What follows belongs to an exercise in optimizing a design on an open flow for small area and a short achievable clock period; a production flow would make more cautious choices. RTL that was checked went through simulation tests only; none was proved equivalent to the original.

== P ==
Design top_diannao_node_vMAX, start of the top module:
module top_diannao_node_vMAX (
        clk,
        i_inputs,
        i_synapses,
        i_op,
        i_nbout,
        i_load,
        o_to_edram
    );
    input           clk;
    input  [255:0]  i_inputs;
    input  [255:0]  i_synapses;
    input  [0:0]    i_op;
    input  [15:0]   i_nbout;
    input           i_load;
    output [15:0]   o_to_edram;
    function gt16;
        input [15:0] a, b;
        reg [15:0] g0, l0;
        reg [7:0] g1, l1;
        reg [3:0] g2, l2;
        reg [1:0] g3, l3;
        integer i;
        begin
            g0 = a & ~b;
            l0 = ~a & b;
            for (i = 0; i < 8; i = i + 1) begin
                g1[i] = g0[2*i+1] | (~l0[2*i+1] & g0[2*i]);
                l1[i] = l0[2*i+1] | (~g0[2*i+1] & l0[2*i]);
            end
            for (i = 0; i < 4; i = i + 1) begin
                g2[i] = g1[2*i+1] | (~l1[2*i+1] & g1[2*i]);
                l2[i] = l1[2*i+1] | (~g1[2*i+1] & l1[2*i]);
            end
            for (i = 0; i < 2; i = i + 1) begin
                g3[i] = g2[2*i+1] | (~l2[2*i+1] & g2[2*i]);
                l3[i] = l2[2*i+1] | (~g2[2*i+1] & l2[2*i]);
            end
            gt16 = g3[1] | (~l3[1] & g3[0]);
        end
    endfunction
    function [15:0] max4;
        input [15:0] a, b, c, d;
        reg ab, ac, ad, bc, bd, cd;
        begin
            ab = gt16(a, b);
            ac = gt16(a, c);
            ad = gt16(a, d);
            bc = gt16(b, c);
            bd = gt16(b, d);
            cd = gt16(c, d);
            max4 = ({16{ab & ac & ad}} & a) | ({16{~ab & bc & bd}} & b) |
                   ({16{~ac & ~bc & cd}} & c) | ({16{~ad & ~bd & ~cd}} & d);
        end
    endfunction
    function [15:0] max4t;
        input [15:0] a, b, c, d;
        reg [15:0] m0, m1;
        begin
            m0 = gt16(a, b) ? a : b;
            m1 = gt16(c, d) ? c : d;
            max4t = gt16(m0, m1) ? m0 : m1;
        end
    endfunction
    function [31:0] csa4;
        input [15:0] a, b, c, d;
        reg [15:0] x1, s1, c1, x2;
        begin
            x1 = a ^ b;
            s1 = x1 ^ c;
            c1 = {(a[14:0] & b[14:0]) | (c[14:0] & x1[14:0]), 1'b0};
            x2 = s1 ^ c1;
  ...
Settings: LEC_CHECK=0, ABC_AREA=1, CAP_MARGIN=10, CORE_MARGIN=2, CORE_UTILIZATION=40, SETUP_SLACK_MARGIN=5, SLEW_MARGIN=10, SYNTH_HIERARCHICAL=1; clock period 12.0 ns.
standard.sh (not shown) runs the stock make flow with config.mk's settings and CLKGATE_MAP_FILE= SYNTH_SCRIPT=/design/flow/synth_recipe.tcl, a recipe that flattens the netlist after the stock synthesis.
==> flow/flow/run.sh <==
#!/bin/bash
# Standard ORFS layout (the standard.sh, standard synthesis unchanged), with
# extra settings for timing repair, clock tree and port buffers.
set -euo pipefail
bash standard.sh SETUP_SLACK_MARGIN=8.3 "CTS_ARGS=-sink_clustering_enable -repair_clock_nets -sink_clustering_size 30 -sink_clustering_max_diameter 80 -dont_use_dummy_load -distance_between_buffers 300" "BUFFER_PORTS_ARGS=-buffer_cell sky130_fd_sc_hd__buf_1" finish > standard.log 2>&1
Relative to P, the following input files were edited for Q:
--- a/flow/design.v
+++ b/flow/design.v
@@ -76,39 +76,37 @@
         reg [15:0] x1, s1, c1, x2;
         begin
             x1 = a ^ b;
             s1 = x1 ^ c;
             c1 = {(a[14:0] & b[14:0]) | (c[14:0] & x1[14:0]), 1'b0};
             x2 = s1 ^ c1;
             csa4 = {(s1[14:0] & c1[14:0]) | (d[14:0] & x2[14:0]), 1'b0, x2 ^ d};
         end
     endfunction
     reg  [239:0] mag_a;
     reg  [239:0] mag_b;
     reg  [15:0]  sgn1;
-    reg  [239:0] cs0;
-    reg  [223:0] cs1;         
+    reg  [239:0] cs0, cs1;
     reg  [15:0]  csc;
     reg  [15:0]  sgn2;
     reg  [63:0]  gsum0, gmax;
     reg  [59:0]  gsum1;       
     reg  [15:0]  rsum0, rmax;
     reg  [15:1]  rsum1;
     reg  [15:0]  out_reg;     
     reg  [15:0]  out_copy;    
     assign o_to_edram = out_copy;
-    wire [239:0] h0_all;
+    wire [239:0] h0_all, h1_all;
     wire [15:0]  ci_all;
     wire [255:0] prod;
-    wire [223:0] h1_lo;
     genvar j, k;
     generate
         for (j = 0; j < 16; j = j + 1) begin : lane
             always @(posedge clk) begin
                 mag_a[15*j +: 15] <= i_inputs[16*j +: 15];
                 mag_b[15*j +: 15] <= i_synapses[16*j +: 15];
                 sgn1[j]           <= i_inputs[16*j+15] ^ i_synapses[16*j+15];
             end
             wire [17:0] bq = {2'b00, mag_b[15*j +: 15], 1'b0};
             wire [7:0]  one0, two0, neg0;
             genvar i;
             for (i = 0; i < 8; i = i + 1) begin : dig
@@ -688,30 +686,30 @@
             wire [9:0] lb = {c305, c303, c301, c299, c297, c295, c293, c291, c289, pp1};
             wire [9:0] lg = la & lb;
             wire [9:0] lp = la | lb;
             wire g10 = lg[1] | (lp[1] & lg[0]);
             wire g32 = lg[3] | (lp[3] & lg[2]), p32 = lp[3] & lp[2];
             wire g54 = lg[5] | (lp[5] & lg[4]), p54 = lp[5] & lp[4];
             wire g76 = lg[7] | (lp[7] & lg[6]), p76 = lp[7] & lp[6];
             wire g98 = lg[9] | (lp[9] & lg[8]), p98 = lp[9] & lp[8];
             wire g30 = g32 | (p32 & g10);
             wire g74 = g76 | (p76 & g54), p74 = p76 & p54;
             wire g70 = g74 | (p74 & g30);
             assign ci = g98 | (p98 & g70);
-            assign h0 = {s336 ^ c335, s334, s332, s330, s328, s326, s324, s322, s320, s318, s316, s314, s312, s310, s308};
-            assign h1 = {1'b0, c333, c331, c329, c327, c325, c323, c321, c319, c317, c315, c313, c311, c309, c307};
+            assign h0 = {s336, s334, s332, s330, s328, s326, s324, s322, s320, s318, s316, s314, s312, s310, s308};
+            assign h1 = {c335, c333, c331, c329, c327, c325, c323, c321, c319, c317, c315, c313, c311, c309, c307};
             assign h0_all[15*j +: 15] = h0;
-            assign h1_lo[14*j +: 14] = h1[13:0];
+            assign h1_all[15*j +: 15] = h1;
             assign ci_all[j] = ci;
-            wire [15:0] psum = {cs0[15*j +: 15], 1'b1} + {1'b0, cs1[14*j +: 14], csc[j]};
+            wire [15:0] psum = {cs0[15*j +: 15], 1'b1} + {cs1[15*j +: 15], csc[j]};
             assign prod[16*j +: 16] = {sgn2[j], psum[15:1]};
         end
     endgenerate
     wire [63:0] gsum0_d, gsum1_d, gmax_d;
     generate
         for (k = 0; k < 4; k = k + 1) begin : grp
             wire [15:0] p0 = prod[64*k +: 16];
             wire [15:0] p1 = prod[64*k+16 +: 16];
             wire [15:0] p2 = prod[64*k+32 +: 16];
             wire [15:0] p3 = prod[64*k+48 +: 16];
             assign {gsum1_d[16*k +: 16], gsum0_d[16*k +: 16]} = csa4(p0, p1, p2, p3);
             assign gmax_d[16*k +: 16] = max4(p0, p1, p2, p3);
@@ -728,25 +726,25 @@
     wire [15:0] rs1 = {rsum1, 1'b0};
     wire [15:0] fx  = rsum0 ^ rs1;
     wire [15:0] fs  = fx ^ out_reg;
     wire [15:0] fc  = {(rsum0[14:0] & rs1[14:0]) | (out_reg[14:0] & fx[14:0]), 1'b0};
     wire [15:0] fin_sum = fs + fc;
     wire        take = gt16(rmax, out_reg);
     wire [15:0] fin_max = take ? rmax : out_reg;
     wire [15:0] fin     = i_op[0] ? fin_max : fin_sum;
     wire [15:0] fin_max_c = ({16{take}} & rmax) | ({16{~take}} & out_reg);
     wire [15:0] fin_c     = i_op[0] ? fin_max_c : fin_sum;
     always @(posedge clk) begin
         cs0     <= h0_all;
-        cs1     <= h1_lo;
+        cs1     <= h1_all;
         csc     <= ci_all;
         sgn2    <= sgn1;
         gsum0   <= gsum0_d;
         gsum1   <= {gsum1_d[63:49], gsum1_d[47:33], gsum1_d[31:17], gsum1_d[15:1]};
         gmax    <= gmax_d;
         rsum0   <= i_op[0] ? ms[15:0]  : ss[15:0];
         rsum1   <= i_op[0] ? ms[31:17] : ss[31:17];
         rmax    <= i_op[0] ? mm : sm;
         out_reg <= i_load ? fin : i_nbout;
         out_copy <= i_load ? fin_c : i_nbout;
     end
 endmodule
- P → Q: largest incremental delay on the critical path fell by 30 ps, wire length now sits lower.
- In Q relative to P, routed wire length on met3 had gone down by more than a quarter.
- On synthesized cell count, Q tracks P almost exactly.
- Between Q and P, it is Q whose clock tree buffer count of the final layout is higher, by about 1.9%.
No functional check of the RTL was part of P.

run E:
RTL: one of the versions met above, not the one the previous note started from.
Size in the first run: about 550 I/O pins.
==> flow/config.mk <==
export PLATFORM = sky130hd
export DESIGN_NAME = top_diannao_node_vMAX
export DESIGN_NICKNAME = top_diannao_node_vMAX
export VERILOG_FILES = /design/flow/design.v
export SDC_FILE = /design/flow/constraint.sdc
export NUM_CORES = 8
export LEC_CHECK = 0
export ABC_AREA = 1
export CAP_MARGIN = 20
export CORE_MARGIN = 2
export CORE_UTILIZATION = 40
export SETUP_SLACK_MARGIN = 5
export SLEW_MARGIN = 20
export SYNTH_HIERARCHICAL = 1
==> flow/constraint.sdc <==
create_clock -name core_clock -period 12.0 [get_ports {clk}]
set_input_delay 2.4000 -clock core_clock [delete_from_list [all_inputs] [get_ports {clk}]]
set_output_delay 2.4000 -clock core_clock [all_outputs]
set_load 0.01 [all_outputs]
==> flow/flow/run.sh <==
#!/bin/bash
# Standard ORFS layout (the standard.sh, standard synthesis unchanged), with
# extra settings for timing repair, clock tree and port buffers.
set -euo pipefail
bash standard.sh SETUP_SLACK_MARGIN=8.2 CTS_CLUSTER_SIZE=30 CTS_CLUSTER_DIAMETER=80 "BUFFER_PORTS_ARGS=-buffer_cell sky130_fd_sc_hd__buf_1" finish > standard.log 2>&1
Run E completed end to end with timing, DRC and antenna clean.
Setup changes, run E to run D
--- a/flow/design.v
+++ b/flow/design.v
@@ -77,35 +77,37 @@
         begin
             x1 = a ^ b;
             s1 = x1 ^ c;
             c1 = {(a[14:0] & b[14:0]) | (c[14:0] & x1[14:0]), 1'b0};
             x2 = s1 ^ c1;
             csa4 = {(s1[14:0] & c1[14:0]) | (d[14:0] & x2[14:0]), 1'b0, x2 ^ d};
         end
     endfunction
     reg  [239:0] mag_a;
     reg  [239:0] mag_b;
     reg  [15:0]  sgn1;
-    reg  [239:0] cs0, cs1;
+    reg  [239:0] cs0;
+    reg  [223:0] cs1;         
     reg  [15:0]  csc;
     reg  [15:0]  sgn2;
     reg  [63:0]  gsum0, gmax;
     reg  [59:0]  gsum1;       
     reg  [15:0]  rsum0, rmax;
     reg  [15:1]  rsum1;
     reg  [15:0]  out_reg;     
     reg  [15:0]  out_copy;    
     assign o_to_edram = out_copy;
-    wire [239:0] h0_all, h1_all;
+    wire [239:0] h0_all;
     wire [15:0]  ci_all;
     wire [255:0] prod;
+    wire [223:0] h1_lo;
     genvar j, k;
     generate
         for (j = 0; j < 16; j = j + 1) begin : lane
             always @(posedge clk) begin
                 mag_a[15*j +: 15] <= i_inputs[16*j +: 15];
                 mag_b[15*j +: 15] <= i_synapses[16*j +: 15];
                 sgn1[j]           <= i_inputs[16*j+15] ^ i_synapses[16*j+15];
             end
             wire [17:0] bq = {2'b00, mag_b[15*j +: 15], 1'b0};
             wire [7:0]  one0, two0, neg0;
             genvar i;
@@ -687,28 +689,28 @@
             wire [9:0] lg = la & lb;
             wire [9:0] lp = la | lb;
             wire g10 = lg[1] | (lp[1] & lg[0]);
             wire g32 = lg[3] | (lp[3] & lg[2]), p32 = lp[3] & lp[2];
             wire g54 = lg[5] | (lp[5] & lg[4]), p54 = lp[5] & lp[4];
             wire g76 = lg[7] | (lp[7] & lg[6]), p76 = lp[7] & lp[6];
             wire g98 = lg[9] | (lp[9] & lg[8]), p98 = lp[9] & lp[8];
             wire g30 = g32 | (p32 & g10);
             wire g74 = g76 | (p76 & g54), p74 = p76 & p54;
             wire g70 = g74 | (p74 & g30);
             assign ci = g98 | (p98 & g70);
-            assign h0 = {s336, s334, s332, s330, s328, s326, s324, s322, s320, s318, s316, s314, s312, s310, s308};
-            assign h1 = {c335, c333, c331, c329, c327, c325, c323, c321, c319, c317, c315, c313, c311, c309, c307};
+            assign h0 = {s336 ^ c335, s334, s332, s330, s328, s326, s324, s322, s320, s318, s316, s314, s312, s310, s308};
+            assign h1 = {1'b0, c333, c331, c329, c327, c325, c323, c321, c319, c317, c315, c313, c311, c309, c307};
             assign h0_all[15*j +: 15] = h0;
-            assign h1_all[15*j +: 15] = h1;
+            assign h1_lo[14*j +: 14] = h1[13:0];
             assign ci_all[j] = ci;
-            wire [15:0] psum = {cs0[15*j +: 15], 1'b1} + {cs1[15*j +: 15], csc[j]};
+            wire [15:0] psum = {cs0[15*j +: 15], 1'b1} + {1'b0, cs1[14*j +: 14], csc[j]};
             assign prod[16*j +: 16] = {sgn2[j], psum[15:1]};
         end
     endgenerate
     wire [63:0] gsum0_d, gsum1_d, gmax_d;
     generate
         for (k = 0; k < 4; k = k + 1) begin : grp
             wire [15:0] p0 = prod[64*k +: 16];
             wire [15:0] p1 = prod[64*k+16 +: 16];
             wire [15:0] p2 = prod[64*k+32 +: 16];
             wire [15:0] p3 = prod[64*k+48 +: 16];
             assign {gsum1_d[16*k +: 16], gsum0_d[16*k +: 16]} = csa4(p0, p1, p2, p3);
@@ -727,23 +729,23 @@
     wire [15:0] fx  = rsum0 ^ rs1;
     wire [15:0] fs  = fx ^ out_reg;
     wire [15:0] fc  = {(rsum0[14:0] & rs1[14:0]) | (out_reg[14:0] & fx[14:0]), 1'b0};
     wire [15:0] fin_sum = fs + fc;
     wire        take = gt16(rmax, out_reg);
     wire [15:0] fin_max = take ? rmax : out_reg;
     wire [15:0] fin     = i_op[0] ? fin_max : fin_sum;
     wire [15:0] fin_max_c = ({16{take}} & rmax) | ({16{~take}} & out_reg);
     wire [15:0] fin_c     = i_op[0] ? fin_max_c : fin_sum;
     always @(posedge clk) begin
         cs0     <= h0_all;
-        cs1     <= h1_all;
+        cs1     <= h1_lo;
         csc     <= ci_all;
         sgn2    <= sgn1;
         gsum0   <= gsum0_d;
         gsum1   <= {gsum1_d[63:49], gsum1_d[47:33], gsum1_d[31:17], gsum1_d[15:1]};
         gmax    <= gmax_d;
         rsum0   <= i_op[0] ? ms[15:0]  : ss[15:0];
         rsum1   <= i_op[0] ? ms[31:17] : ss[31:17];
         rmax    <= i_op[0] ? mm : sm;
         out_reg <= i_load ? fin : i_nbout;
         out_copy <= i_load ? fin_c : i_nbout;
     end
Findings:
Final non-filler cell total across run E and run D: no real change. Between run D and run E, the total nets after synthesis does not differ in any meaningful way. Comparing run E and run D, the higher non-clock buffer count is on run D. Run D gives more overall global routing resource usage than run E did. Delta (run D minus run E): via count up about 0.9%, wire length of the first global-routing pass up about 4%, part of the cycle the worst path needs up 0.34 points. NOTE: final-layout clock buffer total in run D falls short of that of run E. Run E → run D: area of the mapped netlist has remained practically unchanged, setup slack shows a reduction of 40 ps, area added between synthesis and finish held steady.
No functional check of the RTL was part of run D.

Another version of the RTL of top_diannao_node_vMAX (not shown whole).
For scale: about 17000 cells after synthesis, about 1400 flip-flops, ~550 I/O pins, ~140000 um2 of cells after synthesis.
## top_diannao_node_vMAX
module top_diannao_node_vMAX (
        clk,
        i_inputs,
        i_synapses,
        i_op,
        i_nbout,
        i_load,
        o_to_edram
    );
export LEC_CHECK = 0
export ABC_AREA = 1
export CAP_MARGIN = 10
export CORE_MARGIN = 2
export CORE_UTILIZATION = 40
export SETUP_SLACK_MARGIN = 5
export SLEW_MARGIN = 10
export SYNTH_HIERARCHICAL = 1
create_clock -name core_clock -period 12.0 [get_ports {clk}]
==> flow/flow/run.sh <==
#!/bin/bash
# Standard ORFS layout (the standard.sh, standard synthesis unchanged), with
# extra settings for timing repair, clock tree and port buffers.
set -euo pipefail
bash standard.sh SETUP_SLACK_MARGIN=8.3 "CTS_ARGS=-sink_clustering_enable -repair_clock_nets -sink_clustering_size 30 -sink_clustering_max_diameter 80 -dont_use_dummy_load -distance_between_buffers 300" "BUFFER_PORTS_ARGS=-buffer_cell sky130_fd_sc_hd__buf_1" finish > standard.log 2>&1
Change:
--- a/flow/design.v
+++ b/flow/design.v
@@ -58,14 +58,23 @@
             bc = gt16(b, c);
             bd = gt16(b, d);
             cd = gt16(c, d);
             max4 = ({16{ab & ac & ad}} & a) | ({16{~ab & bc & bd}} & b) |
                    ({16{~ac & ~bc & cd}} & c) | ({16{~ad & ~bd & ~cd}} & d);
         end
     endfunction
+    function [15:0] max4t;
+        input [15:0] a, b, c, d;
+        reg [15:0] m0, m1;
+        begin
+            m0 = gt16(a, b) ? a : b;
+            m1 = gt16(c, d) ? c : d;
+            max4t = gt16(m0, m1) ? m0 : m1;
+        end
+    endfunction
     function [31:0] csa4;
         input [15:0] a, b, c, d;
         reg [15:0] x1, s1, c1, x2;
         begin
             x1 = a ^ b;
             s1 = x1 ^ c;
             c1 = {(a[14:0] & b[14:0]) | (c[14:0] & x1[14:0]), 1'b0};
@@ -774,25 +783,25 @@
         for (k = 0; k < 4; k = k + 1) begin : grp
             wire [15:0] p0 = prod[64*k +: 16];
             wire [15:0] p1 = prod[64*k+16 +: 16];
             wire [15:0] p2 = prod[64*k+32 +: 16];
             wire [15:0] p3 = prod[64*k+48 +: 16];
             assign {gsum1_d[16*k +: 16], gsum0_d[16*k +: 16]} = csa4(p0, p1, p2, p3);
             assign {gs_g_d[16*k +: 16], gs_p_d[16*k +: 16]} = add16_pre(gsum0_d[16*k +: 16], gsum1_d[16*k +: 16]);
-            assign gmax_d[16*k +: 16] = max4(p0, p1, p2, p3);
+            assign gmax_d[16*k +: 16] = max4t(p0, p1, p2, p3);
         end
     endgenerate
     wire [15:0] gs0 = add16_post(gs_g[15:0],  gs_p[15:0]);
     wire [15:0] gs1 = add16_post(gs_g[31:16], gs_p[31:16]);
     wire [15:0] gs2 = add16_post(gs_g[47:32], gs_p[47:32]);
     wire [15:0] gs3 = add16_post(gs_g[63:48], gs_p[63:48]);
     wire [31:0] ss = csa4(gs0, gs1, gs2, gs3);
     wire [15:0] sm = max4(gs0, gs1, gs2, gs3);
     wire [31:0] ms = csa4(gmax[15:0], gmax[31:16], gmax[47:32], gmax[63:48]);
-    wire [15:0] mm = max4(gmax[15:0], gmax[31:16], gmax[47:32], gmax[63:48]);
+    wire [15:0] mm = max4t(gmax[15:0], gmax[31:16], gmax[47:32], gmax[63:48]);
     wire [15:0] rs1 = {rsum1, 1'b0};
     wire [15:0] fx  = rsum0 ^ rs1;
     wire [15:0] fs  = fx ^ out_reg;
     wire [15:0] fc  = {(rsum0[14:0] & rs1[14:0]) | (out_reg[14:0] & fx[14:0]), 1'b0};
     wire [15:0] fin_sum = fs + fc;
     wire        take = gt16(rmax, out_reg);
     wire [15:0] fin_max = take ? rmax : out_reg;
What happened: The changed run went through all stages and came out clean; final area climbs by 2.2%; sequential share of layout area drops by 0.23 points; area after synthesis drops by 4.5%; die area drops by 4.5%; wire length drops by 3.8%; synthesized cell count drops by 9.2%; first-iteration DRC count drops by 14%; count of clock-buffer cells in the layout climbs by 5; global-route usage hardly moves; worst hold slack gets worse by 0.027 ns; cell count drops by 5.8%.
No run of this note included a check of the RTL's function; only the layout flow was run.

what the ideal ports hide:
The results above use ideal ports. As a check the final layouts listed here were re-extracted and re-timed, cells and wires unchanged. Step 1 sets driving cells, clkbuf_16 on the clock port and buf_2 on the other inputs (assumed; they add their load-dependent delay and slew). Step 2, shift: input delay + t, output delay - t, t = (earliest + latest rising clock arrival at the registers) / 2. This alone moves slack from input paths to output paths. Three values: ideal ports, drivers, drivers and shift; two values: the first two.
run | shift t [ns] | slack for setup (ns) | hold slack, ns | slew at the worst register clock pin (ns) | worst data-port slew with drivers (ns)
P | 0.877 | 8.260 / 8.145 / 7.496 | 0.544 / 0.544 / 0.544 | 0.11 / 0.11 | 0.24
Q | 0.890 | 8.333 / 8.227 / 7.701 | 0.582 / 0.582 / 0.582 | 0.11 / 0.11 | 0.11
run E | 0.994 | 8.206 / 8.098 / 7.454 | 0.614 / 0.614 / 0.614 | 0.10 / 0.10 | 0.13
run D | 0.976 | 8.166 / 8.068 / 7.344 | 0.600 / 0.600 / 0.600 | 0.10 / 0.10 | 0.27
the first run of note 3 | 0.878 | 8.342 / 8.227 / 7.678 | 0.608 / 0.608 / 0.608 | 0.11 / 0.11 | 0.16
the second run of note 3 | 0.871 | 8.124 / 8.092 / 7.585 | 0.580 / 0.580 / 0.580 | 0.11 / 0.11 | 0.18
After both steps setup and hold are still met in every run listed. For run D, which loses most, drivers alone change the setup slack by -0.098 ns; drivers and shift together by -0.822 ns.
